This is an optimization exercise on Yosys and OpenROAD, whose aim is small area, not a production implementation.

// FIR_low_pass_filter
module FIR_low_pass_filter(
	input clk,
	input rst,
	input [7:0]FIR_IN,
	output reg [16:0]FIR_OUT
);
reg [7:0] d0;
reg [7:0] d1;
reg [7:0] d2;
reg [7:0] d3;
reg [7:0] d4;
reg [7:0] d5;
reg [7:0] d6;
reg [7:0] d7;
reg [7:0] d8;
reg [7:0] d9;
always @(posedge clk or negedge rst)
	if (!rst) begin
		d0 <= 8'b0;
		d1 <= 8'b0;
		d2 <= 8'b0;
		d3 <= 8'b0;
		d4 <= 8'b0;
		d5 <= 8'b0;
		d6 <= 8'b0;
		d7 <= 8'b0;
		d8 <= 8'b0;
		d9 <= 8'b0;
	end else begin
		d0 <= FIR_IN;
		d1 <= d0;
		d2 <= d1;
		d3 <= d2;
		d4 <= d3;
		d5 <= d4;
		d6 <= d5;
		d7 <= d6;
		d8 <= d7;
		d9 <= d8;
	end
wire w1;
wire w2;
wire w4;
wire w5;
wire w7;
wire w9;
wire w11;
wire w13;
wire w15;
wire w17;
wire w19;
wire w20;
wire w22;
wire w24;
wire w26;
wire w28;
wire w30;
wire w32;
wire w34;
wire w35;
wire w37;
wire w39;
wire w41;
wire w43;
wire w45;
wire w47;
wire w49;
wire w50;
wire w52;
wire w54;
wire w56;
wire w58;
wire w59;
wire w61;
wire w62;
wire w64;
wire w66;
wire w68;
wire w70;
wire w72;
wire w74;
wire w76;
wire w77;
wire w79;
wire w81;
wire w83;
wire w85;
wire w87;
wire w89;
wire w91;
wire w92;
wire w94;
wire w96;
wire w98;
wire w100;
wire w102;
wire w104;
wire w106;
wire w107;
wire w109;
wire w111;
wire w113;
wire w115;
wire w116;
wire w118;
wire w119;
wire w121;
wire w123;
wire w125;
wire w127;
wire w129;
wire w131;
wire w133;
wire w134;
wire w136;
wire w138;
wire w140;
wire w142;
wire w144;
wire w146;
wire w148;
wire w149;
wire w151;
wire w153;
wire w155;
wire w157;
wire w159;
wire w161;
wire w163;
wire w164;
wire w166;
wire w168;
wire w170;
wire w172;
wire w173;
wire w175;
wire w176;
wire w178;
wire w180;
wire w182;
wire w184;
wire w186;
wire w188;
wire w190;
wire w191;
wire w193;
wire w195;
wire w197;
wire w199;
wire w201;
wire w203;
wire w205;
wire w206;
wire w208;
wire w210;
wire w212;
wire w214;
wire w216;
wire w218;
wire w220;
wire w221;
wire w223;
wire w225;
wire w227;
wire w229;
wire w230;
wire w232;
wire w233;
wire w235;
wire w237;
wire w239;
wire w241;
wire w243;
wire w245;
wire w247;
  ...
clock: 7.0 ns
lec_check: 0
cap_margin: 20
core_margin: 2
core_utilization: 40
cts_buf_list: sky130_fd_sc_hd__clkbuf_2 sky130_fd_sc_hd__clkbuf_4 sky130_fd_sc_hd__clkbuf_8
slew_margin: 20
synth_hierarchical: 1
synth_minimum_keep_size: 0
run.sh (not shown) runs the stock make flow with config.mk's settings and CLKGATE_MAP_FILE= SYNTH_SCRIPT=/design/flow/synth_recipe.tcl, a recipe that flattens the netlist after the stock synthesis.
Then changed:
CTS_BUF_LIST = sky130_fd_sc_hd__clkbuf_8   (was sky130_fd_sc_hd__clkbuf_2 sky130_fd_sc_hd__clkbuf_4 sky130_fd_sc_hd__clkbuf_8)
The changed run passed the timing, DRC and antenna checks. Non-clock buffer count stays the same. Setup slack does not change. Design area is unchanged.
Then changed:
CTS_BUF_LIST = unset   (was sky130_fd_sc_hd__clkbuf_8)
The new run completed without violations.
Global-route usage hardly moves.
Worst setup slack stays flat.
Hold slack loses 0.0055 ns.
Design area is higher slightly.
Via count hardly moves.
Non-clock buffer count does not change.
Wire length is about the same.
Synthesized cell count does not change.
Clock skew is lower by 0.013 ns.
Register-to-register slack barely changes.
Cell count is unchanged.
Then changed:
CTS_BUF_LIST = sky130_fd_sc_hd__clkbuf_8   (was unset)
CTS_CLUSTER_DIAMETER = 100   (was unset)
CTS_CLUSTER_SIZE = 20   (was unset)
The changed run completed with no timing, DRC or antenna violations.
Wire length stays flat.
Clock-buffer cell count is unchanged.
Synthesized cell count does not change.
Die area does not change.
Area after synthesis stays the same.
No run of this note included a check of the RTL's function; only the layout flow was run.

==> afterwards: timing with drivers on the ports <==
Ports are ideal in the flow. The routed layouts listed here were re-timed in OpenROAD. Step 1 assumes that a clkbuf_16 drives the clock port and a buf_2 every other input. Step 2 times the ports against the registers' clock, not the clock port: input delays grow and output delays shrink by t, the midpoint of the rising clock arrivals with the driver on. a / b / c = ideal ports / drivers / drivers and shift; a / b = the first two.
| run | t (ns) | setup slack, ns | worst setup path after step 2 | worst register clock-pin slew, ns |
|---|---|---|---|---|
| the first run | 0.413 | 0.496 / 0.496 / 0.496 | register to register | 0.11 / 0.11 |
| the second run | 0.413 | 0.496 / 0.496 / 0.496 | register to register | 0.11 / 0.11 |
| the third run | 0.385 | 0.499 / 0.499 / 0.499 | register to register | 0.07 / 0.07 |
| the fourth run | 0.413 | 0.496 / 0.496 / 0.496 | register to register | 0.11 / 0.11 |
After both steps every run listed still meets setup and hold.
